This is an optimization exercise on Yosys and OpenROAD, whose aim is small area, not a production implementation.
Where RTL was checked, it was by simulation tests only, not by an equivalence proof against the original.

==> job 2276: inputs <==
// fpu_top
module fpu_top(
    input clk,
    input [31:0] a,
    input [31:0] b,
    input [1:0] op,
    output [31:0] out
    );
export LEC_CHECK = 0
export CAP_MARGIN = 20
export CORE_MARGIN = 2
export CORE_UTILIZATION = 40
export SLEW_MARGIN = 20
export SYNTH_HIERARCHICAL = 1
export SYNTH_MINIMUM_KEEP_SIZE = 0
create_clock -name core_clock -period 7.5 [get_ports {clk}]
standard.sh (not shown) runs the stock make flow with config.mk's settings and CLKGATE_MAP_FILE= SYNTH_SCRIPT=/design/flow/synth_recipe.tcl, a recipe that flattens the netlist after the stock synthesis.
==> flow/flow/run.sh <==
#!/bin/bash
# Standard ORFS layout with two changes:
#  - synthesis runs flow/synth.tcl: the standard flow's synthesis script, except that the
#    final ABC mapping of the modules outside the multiplier stage uses an
#    area-oriented ABC script (flow/area.abc);
#  - the input and output ports are buffered with sky130_fd_sc_hd__buf_1
#    instead of the delay buffer that buffer_ports picks by default.
# make's full output goes to flow.log (ORFS's per-step logs are in orfs/logs).
bash standard.sh SYNTH_SCRIPT=$PWD/flow/synth.tcl "BUFFER_PORTS_ARGS=-buffer_cell sky130_fd_sc_hd__buf_1" finish > flow.log 2>&1
==> flow/flow/area.abc <==
strash
dch
map -a
topo
stime -c
==> flow/flow/synth.tcl <==
# The standard flow's synthesis script (synth_recipe.tcl), with one change: the final ABC
# mapping of the modules outside the multiplier stage (fpu_compute) uses an
# area-oriented ABC script (area.abc, next to this file) instead of ORFS's
# speed script. Everything else, registers included, is as in synth_recipe.tcl.
proc synth {args} { yosys synth -nofsm -noshare {*}$args }
set my_area_abc [file join [file dirname [file normalize [info script]]] area.abc]
set my_speed_modules {}
set my_area_modules {fpu_cpa fpu_compute fpu_top fpu_unpack fpu_normalize fpu_fa fpu_ha}
proc abc {args} {
  set i [lsearch -exact $args -script]
  set area_args [lreplace $args [expr {$i + 1}] [expr {$i + 1}] $::my_area_abc]
  if {[llength $::my_speed_modules]} { yosys abc {*}$args {*}$::my_speed_modules }
  if {[llength $::my_area_modules]} { yosys abc {*}$area_args {*}$::my_area_modules }
}
# full and half adder cells are taken only from the adder modules
proc extract_fa {args} { yosys extract_fa {*}$args fpu_fa fpu_ha }
source $::env(SCRIPTS_DIR)/synth.tcl
# left out here: clear keep_hierarchy, flatten, clean up, hide names made inside functions, write 1_2_yosys.v
==> job 9949 (differences from job 2276) <==
--- a/flow/flow/synth.tcl
+++ b/flow/flow/synth.tcl
@@ -5,6 +5,6 @@
 proc synth {args} { yosys synth -nofsm -noshare {*}$args }
 set my_area_abc [file join [file dirname [file normalize [info script]]] area.abc]
-set my_speed_modules {}
-set my_area_modules {fpu_cpa fpu_compute fpu_top fpu_unpack fpu_normalize fpu_fa fpu_ha}
+set my_speed_modules {fpu_cpa}
+set my_area_modules {fpu_compute fpu_top fpu_unpack fpu_normalize fpu_fa fpu_ha}
 proc abc {args} {
   set i [lsearch -exact $args -script]
- CTS_CLUSTER_DIAMETER: unset -> 200
- CTS_CLUSTER_SIZE: unset -> 40
==> job 5420 (differences from job 2276) <==
--- a/flow/flow/run.sh
+++ b/flow/flow/run.sh
@@ -7,3 +7,3 @@
 #    instead of the delay buffer that buffer_ports picks by default.
 # make's full output goes to flow.log (ORFS's per-step logs are in orfs/logs).
-bash standard.sh SYNTH_SCRIPT=$PWD/flow/synth.tcl "BUFFER_PORTS_ARGS=-buffer_cell sky130_fd_sc_hd__buf_1" finish > flow.log 2>&1
+bash standard.sh SYNTH_SCRIPT=$PWD/flow/synth.tcl "BUFFER_PORTS_ARGS=-buffer_cell sky130_fd_sc_hd__buf_1" GPL_KEEP_OVERFLOW=0 finish > flow.log 2>&1
--- a/flow/flow/synth.tcl
+++ b/flow/flow/synth.tcl
@@ -5,6 +5,6 @@
 proc synth {args} { yosys synth -nofsm -noshare {*}$args }
 set my_area_abc [file join [file dirname [file normalize [info script]]] area.abc]
-set my_speed_modules {}
-set my_area_modules {fpu_cpa fpu_compute fpu_top fpu_unpack fpu_normalize fpu_fa fpu_ha}
+set my_speed_modules {fpu_cpa}
+set my_area_modules {fpu_compute fpu_top fpu_unpack fpu_normalize fpu_fa fpu_ha}
 proc abc {args} {
   set i [lsearch -exact $args -script]
==> summary of the runs <==
Critical path depth: job 5420 is lower than job 9949 (1). Final cell count: job 2276 > job 9949 > job 5420. In job 5420 the die area is higher than in job 2276, by 1.3%. Global-route usage: job 2276 > job 5420 > job 9949. In synthesized cell count, job 2276 and job 9949 do not differ. Between job 5420 and job 2276, the lower area after synthesis is in job 2276 (gap about 1.4%, measured against job 2276). Of job 5420 and job 2276, job 2276 has the higher design area (gap about 1.4%, measured against job 2276).

========
==> run R <==
Another version of the RTL of fpu_top (not shown whole).
export LEC_CHECK = 0
export CAP_MARGIN = 20
export CORE_MARGIN = 2
export CORE_UTILIZATION = 40
export PLACE_DENSITY = 0.75
export SLEW_MARGIN = 20
export SYNTH_HIERARCHICAL = 1
export SYNTH_MINIMUM_KEEP_SIZE = 0
create_clock -name core_clock -period 7.5 [get_ports {clk}]
==> flow/flow/run.sh <==
#!/bin/bash
# Standard ORFS layout with two changes:
#  - synthesis runs flow/synth.tcl: the standard flow's synthesis script, except that the
#    final ABC mapping of the modules outside the multiplier stage uses an
#    area-oriented ABC script (flow/area.abc);
#  - the input and output ports are buffered with sky130_fd_sc_hd__buf_1
#    instead of the delay buffer that buffer_ports picks by default.
# make's full output goes to flow.log (ORFS's per-step logs are in orfs/logs).
bash standard.sh SYNTH_SCRIPT=$PWD/flow/synth.tcl "BUFFER_PORTS_ARGS=-buffer_cell sky130_fd_sc_hd__buf_1" finish > flow.log 2>&1
==> flow/flow/area.abc <==
strash
dch -f
amap
==> flow/flow/synth.tcl <==
# The standard flow's synthesis script (synth_recipe.tcl), with one change: the final ABC
# mapping of the modules outside the multiplier stage (fpu_compute) uses an
# area-oriented ABC script (area.abc, next to this file) instead of ORFS's
# speed script. Everything else, registers included, is as in synth_recipe.tcl.
proc synth {args} { yosys synth -nofsm -noshare {*}$args }
set my_area_abc [file join [file dirname [file normalize [info script]]] area.abc]
set my_speed_modules {fpu_cpa}
set my_area_modules {fpu_compute fpu_top fpu_unpack fpu_normalize fpu_fa fpu_ha}
proc abc {args} {
  set i [lsearch -exact $args -script]
  set area_args [lreplace $args [expr {$i + 1}] [expr {$i + 1}] $::my_area_abc]
  if {[llength $::my_speed_modules]} { yosys abc {*}$args {*}$::my_speed_modules }
  if {[llength $::my_area_modules]} { yosys abc {*}$area_args {*}$::my_area_modules }
}
# full and half adder cells are taken only from the adder modules
proc extract_fa {args} { yosys extract_fa {*}$args fpu_fa fpu_ha }
source $::env(SCRIPTS_DIR)/synth.tcl
# left out here: clear keep_hierarchy, flatten, clean up, hide names made inside functions, write 1_2_yosys.v
==> run B: changes against run R <==
PLACE_DENSITY = 0.9   (was 0.75)
==> summary of the runs <==
Die area is the same in run R and run B. Of run B and run R, run R has the higher final cell count (gap 0.38%, measured against run R). Between run R and run B, the lower clock skew is in run B (gap 3.5 ps). Between run R and run B, the lower maximum frequency is in run R (gap 0.82%, measured against run B). Between run R and run B, the lower wire length is in run B (gap 5.8%, measured against run B). Against run B, the critical path depth of run R is lower by 2. Of run R and run B, run B has the higher first-iteration DRC count (gap 14%, measured against run B). In hold slack, run B and run R hardly differ.
==> figures <==
metric	run B	run R
Global-route track usage on met2	39.2%	40.1%
Fraction of standard cell area that is sequential	17.8%	17.7%
Highest fanout seen on the critical path	47	42
Insertion delay of the later-clocked pin in the worst-skew pair	460 ps	470 ps
Multi-input logic cell count	1993	1994
Fraction of final layout cells sized beyond drive strength 1	5.92%	6.32%
Final cell area excluding filler cells	21800 um^2	21900 um^2
Shortest period the worst path allows	7060 ps	7110 ps
Largest net degree at the start of global routing	62	51
Placed cell count	3117	3127
Highest achievable clock rate	142 MHz	141 MHz
Buffer and inverter count on the worst path	3	2
All-layer global routing usage	25.1%	26.3%
Nets	2897	2909
Proportion of final cell area spent on non-clock buffers	4.83%	5.11%
Result of the run	finished clean	finished clean
Transition time at the pin with the least slew margin	1190 ps	1180 ps
Number of detailed-route iterations in the first pass	6	8
GR Util met1	32.2%	34.6%

========
==> inputs of job 9157 <==
fpu_top, a different RTL version from the one above (not shown whole).
Design fpu_top, start of the top module:
module fpu_top(
    input clk,
    input [31:0] a,
    input [31:0] b,
    input [1:0] op,
    output [31:0] out
    );
==> flow/config.mk <==
export PLATFORM = sky130hd
export DESIGN_NAME = fpu_top
export DESIGN_NICKNAME = fpu_top
export VERILOG_FILES = /design/flow/design.v
export SDC_FILE = /design/flow/constraint.sdc
export NUM_CORES = 4
export LEC_CHECK = 0
export CAP_MARGIN = 20
export CORE_MARGIN = 2
export CORE_UTILIZATION = 40
export SLEW_MARGIN = 20
export SYNTH_HIERARCHICAL = 1
export SYNTH_MINIMUM_KEEP_SIZE = 0
==> flow/constraint.sdc <==
create_clock -name core_clock -period 7.5 [get_ports {clk}]
set_input_delay 1.5000 -clock core_clock [delete_from_list [all_inputs] [get_ports {clk}]]
set_output_delay 1.5000 -clock core_clock [all_outputs]
set_load 0.01 [all_outputs]
==> flow/flow/cpa.abc <==
&get -n
&st
&dch
&nf
&put
buffer -c
topo
stime -c
upsize -c
dnsize -c
==> flow/flow/synth.tcl <==
# The standard flow's synthesis script (synth_recipe.tcl) with two changes:
#  - the final ABC mapping uses ORFS's speed script only for the final adder
#    of the multiplier (fpu_cpa); the other modules are mapped with the
#    area-oriented scripts named below (files next to this one);
#  - full and half adder cells are extracted only in the adder cell modules
#    fpu_fa and fpu_ha (elsewhere ABC maps the logic).
# Everything else, registers included, is as in synth_recipe.tcl.
proc synth {args} { yosys synth -nofsm -noshare {*}$args }
set my_here [file dirname [file normalize [info script]]]
set my_abc_map [list \
  [list {fpu_cpa} cpa.abc] \
  [list {fpu_compute fpu_top fpu_unpack fpu_normalize fpu_fa fpu_ha} area.abc]]
proc abc {args} {
  foreach m $::my_abc_map {
    lassign $m mods script
    set a $args
    if {$script ne ""} {
      set i [lsearch -exact $a -script]
      set a [lreplace $a [expr {$i + 1}] [expr {$i + 1}] [file join $::my_here $script]]
    }
    yosys abc {*}$a {*}$mods
  }
}
proc extract_fa {args} { yosys extract_fa {*}$args fpu_fa fpu_ha }
source $::env(SCRIPTS_DIR)/synth.tcl
# left out here: clear keep_hierarchy, flatten, clean up, hide names made inside functions, write 1_2_yosys.v
Scripts as last shown in full above: flow/flow/run.sh, flow/flow/area.abc
==> inputs of job 194, as changes to job 9157 <==
--- a/flow/design.v
+++ b/flow/design.v
@@ -10,12 +10,12 @@
 `timescale 1ns / 1ps
 module fpu_unpack(
     input [31:0] a,
     input [31:0] b,
     input [1:0] op,
-    output [22:0] f1,
-    output [22:0] f2,
+    output [22:0] f1n,
+    output [22:0] f2n,
     output [7:0] e,
     output [4:0] d,
     output s,
     output sub,
     output is_mul,
@@ -24,12 +24,12 @@
     wire sa = a[31];
     wire sb = b[31] ^ (op == 2'b01);
     wire swap = a[30:0] < b[30:0];
     wire [7:0] el = swap ? b[30:23] : a[30:23];
     wire [7:0] es = swap ? a[30:23] : b[30:23];
-    assign f1 = swap ? b[22:0] : a[22:0];
-    assign f2 = swap ? a[22:0] : b[22:0];
+    assign f1n = ~(swap ? b[22:0] : a[22:0]);
+    assign f2n = ~(swap ? a[22:0] : b[22:0]);
     wire [7:0] diff = el - es;
     assign d = diff[4:0] | {5{|diff[7:5]}};
     wire [7:0] em = a[30:23] + b[30:23] + 8'd129;
     assign is_mul = (op == 2'b10);
     assign is_add = ~op[1];
@@ -38,18 +38,20 @@
     assign sub = is_add & (sa ^ sb);
 endmodule
 `timescale 1ns / 1ps
 `timescale 1ns / 1ps
 module fpu_compute(
-    input [22:0] f1,
-    input [22:0] f2,
+    input [22:0] f1n,
+    input [22:0] f2n,
     input [4:0] d,
     input is_mul,
     input is_add,
     input sub,
     output [24:0] u
     );
+    wire [22:0] f2 = ~f2n;
+    wire [22:0] f1 = ~f1n;
     wire [23:0] onehot;
     genvar k;
     generate for (k = 0; k < 24; k = k + 1) begin : g_dec
         assign onehot[k] = is_add & (d == 5'd23 - k);
     end endgenerate
@@ -1351,33 +1353,33 @@
     input [31:0] a,
     input [31:0] b,
     input [1:0] op,
     output [31:0] out
     );
-    wire [22:0] f1_S0, f2_S0;
+    wire [22:0] f1n_S0, f2n_S0;
     wire [7:0] e_S0;
     wire [4:0] d_S0;
     wire s_S0, sub_S0, is_mul_S0, is_add_S0;
     fpu_unpack unpack (.a(a), .b(b), .op(op),
-                       .f1(f1_S0), .f2(f2_S0), .e(e_S0), .d(d_S0), .s(s_S0),
+                       .f1n(f1n_S0), .f2n(f2n_S0), .e(e_S0), .d(d_S0), .s(s_S0),
                        .sub(sub_S0), .is_mul(is_mul_S0), .is_add(is_add_S0));
-    reg [22:0] f1_S1, f2_S1;
+    reg [22:0] f1n_S1, f2n_S1;
     reg [7:0] e_S1;
     reg [4:0] d_S1;
     reg s_S1, sub_S1, is_mul_S1, is_add_S1;
     always @ (posedge clk) begin
-        f1_S1 <= f1_S0;
-        f2_S1 <= f2_S0;
+        f1n_S1 <= f1n_S0;
+        f2n_S1 <= f2n_S0;
         e_S1 <= e_S0;
         d_S1 <= d_S0;
         s_S1 <= s_S0;
         sub_S1 <= sub_S0;
         is_mul_S1 <= is_mul_S0;
         is_add_S1 <= is_add_S0;
     end
     wire [24:0] u_S1;
-    fpu_compute compute (.f1(f1_S1), .f2(f2_S1), .d(d_S1), .is_mul(is_mul_S1),
+    fpu_compute compute (.f1n(f1n_S1), .f2n(f2n_S1), .d(d_S1), .is_mul(is_mul_S1),
                          .is_add(is_add_S1), .sub(sub_S1), .u(u_S1));
     reg [24:0] u_S2;
     reg [7:0] e_S2;
     reg s_S2, sub_S2;
     always @ (posedge clk) begin
==> flow/flow/synth.tcl (replaced) <==
# The standard flow's synthesis script (synth_recipe.tcl), with one change: the final ABC
# mapping of the modules outside the multiplier stage (fpu_compute) uses an
# area-oriented ABC script (area.abc, next to this file) instead of ORFS's
# speed script. Everything else, registers included, is as in synth_recipe.tcl.
proc synth {args} { yosys synth -nofsm -noshare {*}$args }
set my_area_abc [file join [file dirname [file normalize [info script]]] area.abc]
set my_speed_modules {fpu_cpa}
set my_area_modules {fpu_compute fpu_top fpu_unpack fpu_normalize fpu_fa fpu_ha}
proc abc {args} {
  set i [lsearch -exact $args -script]
  set area_args [lreplace $args [expr {$i + 1}] [expr {$i + 1}] $::my_area_abc]
  if {[llength $::my_speed_modules]} { yosys abc {*}$args {*}$::my_speed_modules }
  if {[llength $::my_area_modules]} { yosys abc {*}$area_args {*}$::my_area_modules }
}
# full and half adder cells are taken only from the adder modules
proc extract_fa {args} { yosys extract_fa {*}$args fpu_fa fpu_ha }
source $::env(SCRIPTS_DIR)/synth.tcl
# left out here: clear keep_hierarchy, flatten, clean up, hide names made inside functions, write 1_2_yosys.v
--- a/flow/config.mk
+++ b/flow/config.mk
@@ -6,8 +6,9 @@
 export NUM_CORES = 4
 export LEC_CHECK = 0
 export CAP_MARGIN = 20
 export CORE_MARGIN = 2
 export CORE_UTILIZATION = 40
+export PLACE_DENSITY = 0.75
 export SLEW_MARGIN = 20
 export SYNTH_HIERARCHICAL = 1
 export SYNTH_MINIMUM_KEEP_SIZE = 0
removed: flow/flow/cpa.abc
==> inputs of job 5903, as changes to job 9157 <==
==> flow/flow/area.abc (replaced) <==
strash
dch
map -a
topo
stime -c
==> flow/flow/synth.tcl (replaced) <==
# The standard flow's synthesis script (synth_recipe.tcl), with one change: the final ABC
# mapping of the modules outside the multiplier stage (fpu_compute) uses an
# area-oriented ABC script (area.abc, next to this file) instead of ORFS's
# speed script. Everything else, registers included, is as in synth_recipe.tcl.
proc synth {args} { yosys synth -nofsm -noshare {*}$args }
set my_area_abc [file join [file dirname [file normalize [info script]]] area.abc]
set my_speed_modules {fpu_cpa}
set my_area_modules {fpu_compute fpu_top fpu_unpack fpu_normalize fpu_fa fpu_ha}
proc abc {args} {
  set i [lsearch -exact $args -script]
  set area_args [lreplace $args [expr {$i + 1}] [expr {$i + 1}] $::my_area_abc]
  if {[llength $::my_speed_modules]} { yosys abc {*}$args {*}$::my_speed_modules }
  if {[llength $::my_area_modules]} { yosys abc {*}$area_args {*}$::my_area_modules }
}
# full and half adder cells are taken only from the adder modules
proc extract_fa {args} { yosys extract_fa {*}$args fpu_fa fpu_ha }
source $::env(SCRIPTS_DIR)/synth.tcl
# left out here: clear keep_hierarchy, flatten, clean up, hide names made inside functions, write 1_2_yosys.v
removed: flow/flow/cpa.abc
==> qor summary <==
Clock tree skew after final layout: job 5903 0.0220 ns; job 9157 0.0275 ns; job 194 0.0146 ns
Startpoint of the most critical register-to-register path: job 5903 is_add_S1$_DFF_P_; job 9157 is_mul_S1$_DFF_P_; job 194 is_mul_S1$_DFF_P_
Skew-Pair Late Insertion Delay: job 5903 0.46 ns; job 9157 0.47 ns; job 194 0.45 ns
Average vias per placed instance: job 5903 5.76; job 9157 5.96; job 194 6.21
Fin Hold WS: job 5903 0.319 ns; job 9157 0.319 ns; job 194 0.321 ns
Critical R2R Capture: job 5903 u_S2[23]$_DFF_P_; job 9157 u_S2[24]$_DFF_P_; job 194 u_S2[18]$_DFF_P_
Maximum fanout along the worst path: job 5903 13; job 9157 40; job 194 39
Fmax achieved: job 5903 141 MHz; job 9157 139 MHz; job 194 140 MHz
Adder-cell area share of the yosys netlist: job 5903 29.0%; job 9157 29.7%; job 194 29.9%
Area share of the leading cell type in the synthesized netlist: job 5903 25.4%; job 9157 26.0%; job 194 26.1%
Final #Nets: job 5903 2855; job 9157 2998; job 194 2931
Number of cell instances on the worst register-to-register path: job 5903 22; job 9157 27; job 194 22
Status: job 5903 no timing/DRC/antenna violations; job 9157 no timing/DRC/antenna violations; job 194 no timing/DRC/antenna violations
Relative area of clock buffers and inverters in the final design: job 5903 2.78%; job 9157 2.94%; job 194 2.82%
Fillers: job 5903 4855; job 9157 4689; job 194 4599
Tightest Pin Transition: job 5903 0.982 ns; job 9157 0.869 ns; job 194 1.11 ns
Instance area after placement: job 5903 21900 µm²; job 9157 21500 µm²; job 194 21300 µm²
No functional check of the RTL was part of job 194.

## re-timing with driven ports
The flow's constraints put no driver on any port. The routed layouts listed below were extracted and timed again, unchanged, in two steps.
Step 1, drivers: a clkbuf_16 drives clk and a buf_2 each remaining input, both assumed.
Step 2 times the ports against the registers' clock, not the clock port: input delays grow and output delays shrink by t, the midpoint of the rising clock arrivals with the driver on.
Three values: ideal, step 1, step 2; two values: the first two.
run | shift t [ns] | setup WS [ns] | clock arrival spread, ns | cell pins on the clock port's net
job 2276 | 0.506 | 0.422 / 0.422 / 0.422 | 0.020 / 0.020 | 1
job 9949 | 0.512 | 0.304 / 0.304 / 0.304 | 0.016 / 0.015 | 1
job 5420 | 0.518 | 0.303 / 0.303 / 0.303 | 0.018 / 0.018 | 1
run R | 0.504 | 0.386 / 0.386 / 0.386 | 0.022 / 0.023 | 1
run B | 0.502 | 0.444 / 0.444 / 0.444 | 0.020 / 0.019 | 1
job 9157 | 0.510 | 0.298 / 0.298 / 0.298 | 0.029 / 0.029 | 1
job 194 | 0.493 | 0.371 / 0.371 / 0.371 | 0.015 / 0.016 | 1
job 5903 | 0.497 | 0.388 / 0.388 / 0.388 | 0.022 / 0.022 | 1
After both steps every run listed still meets setup and hold.
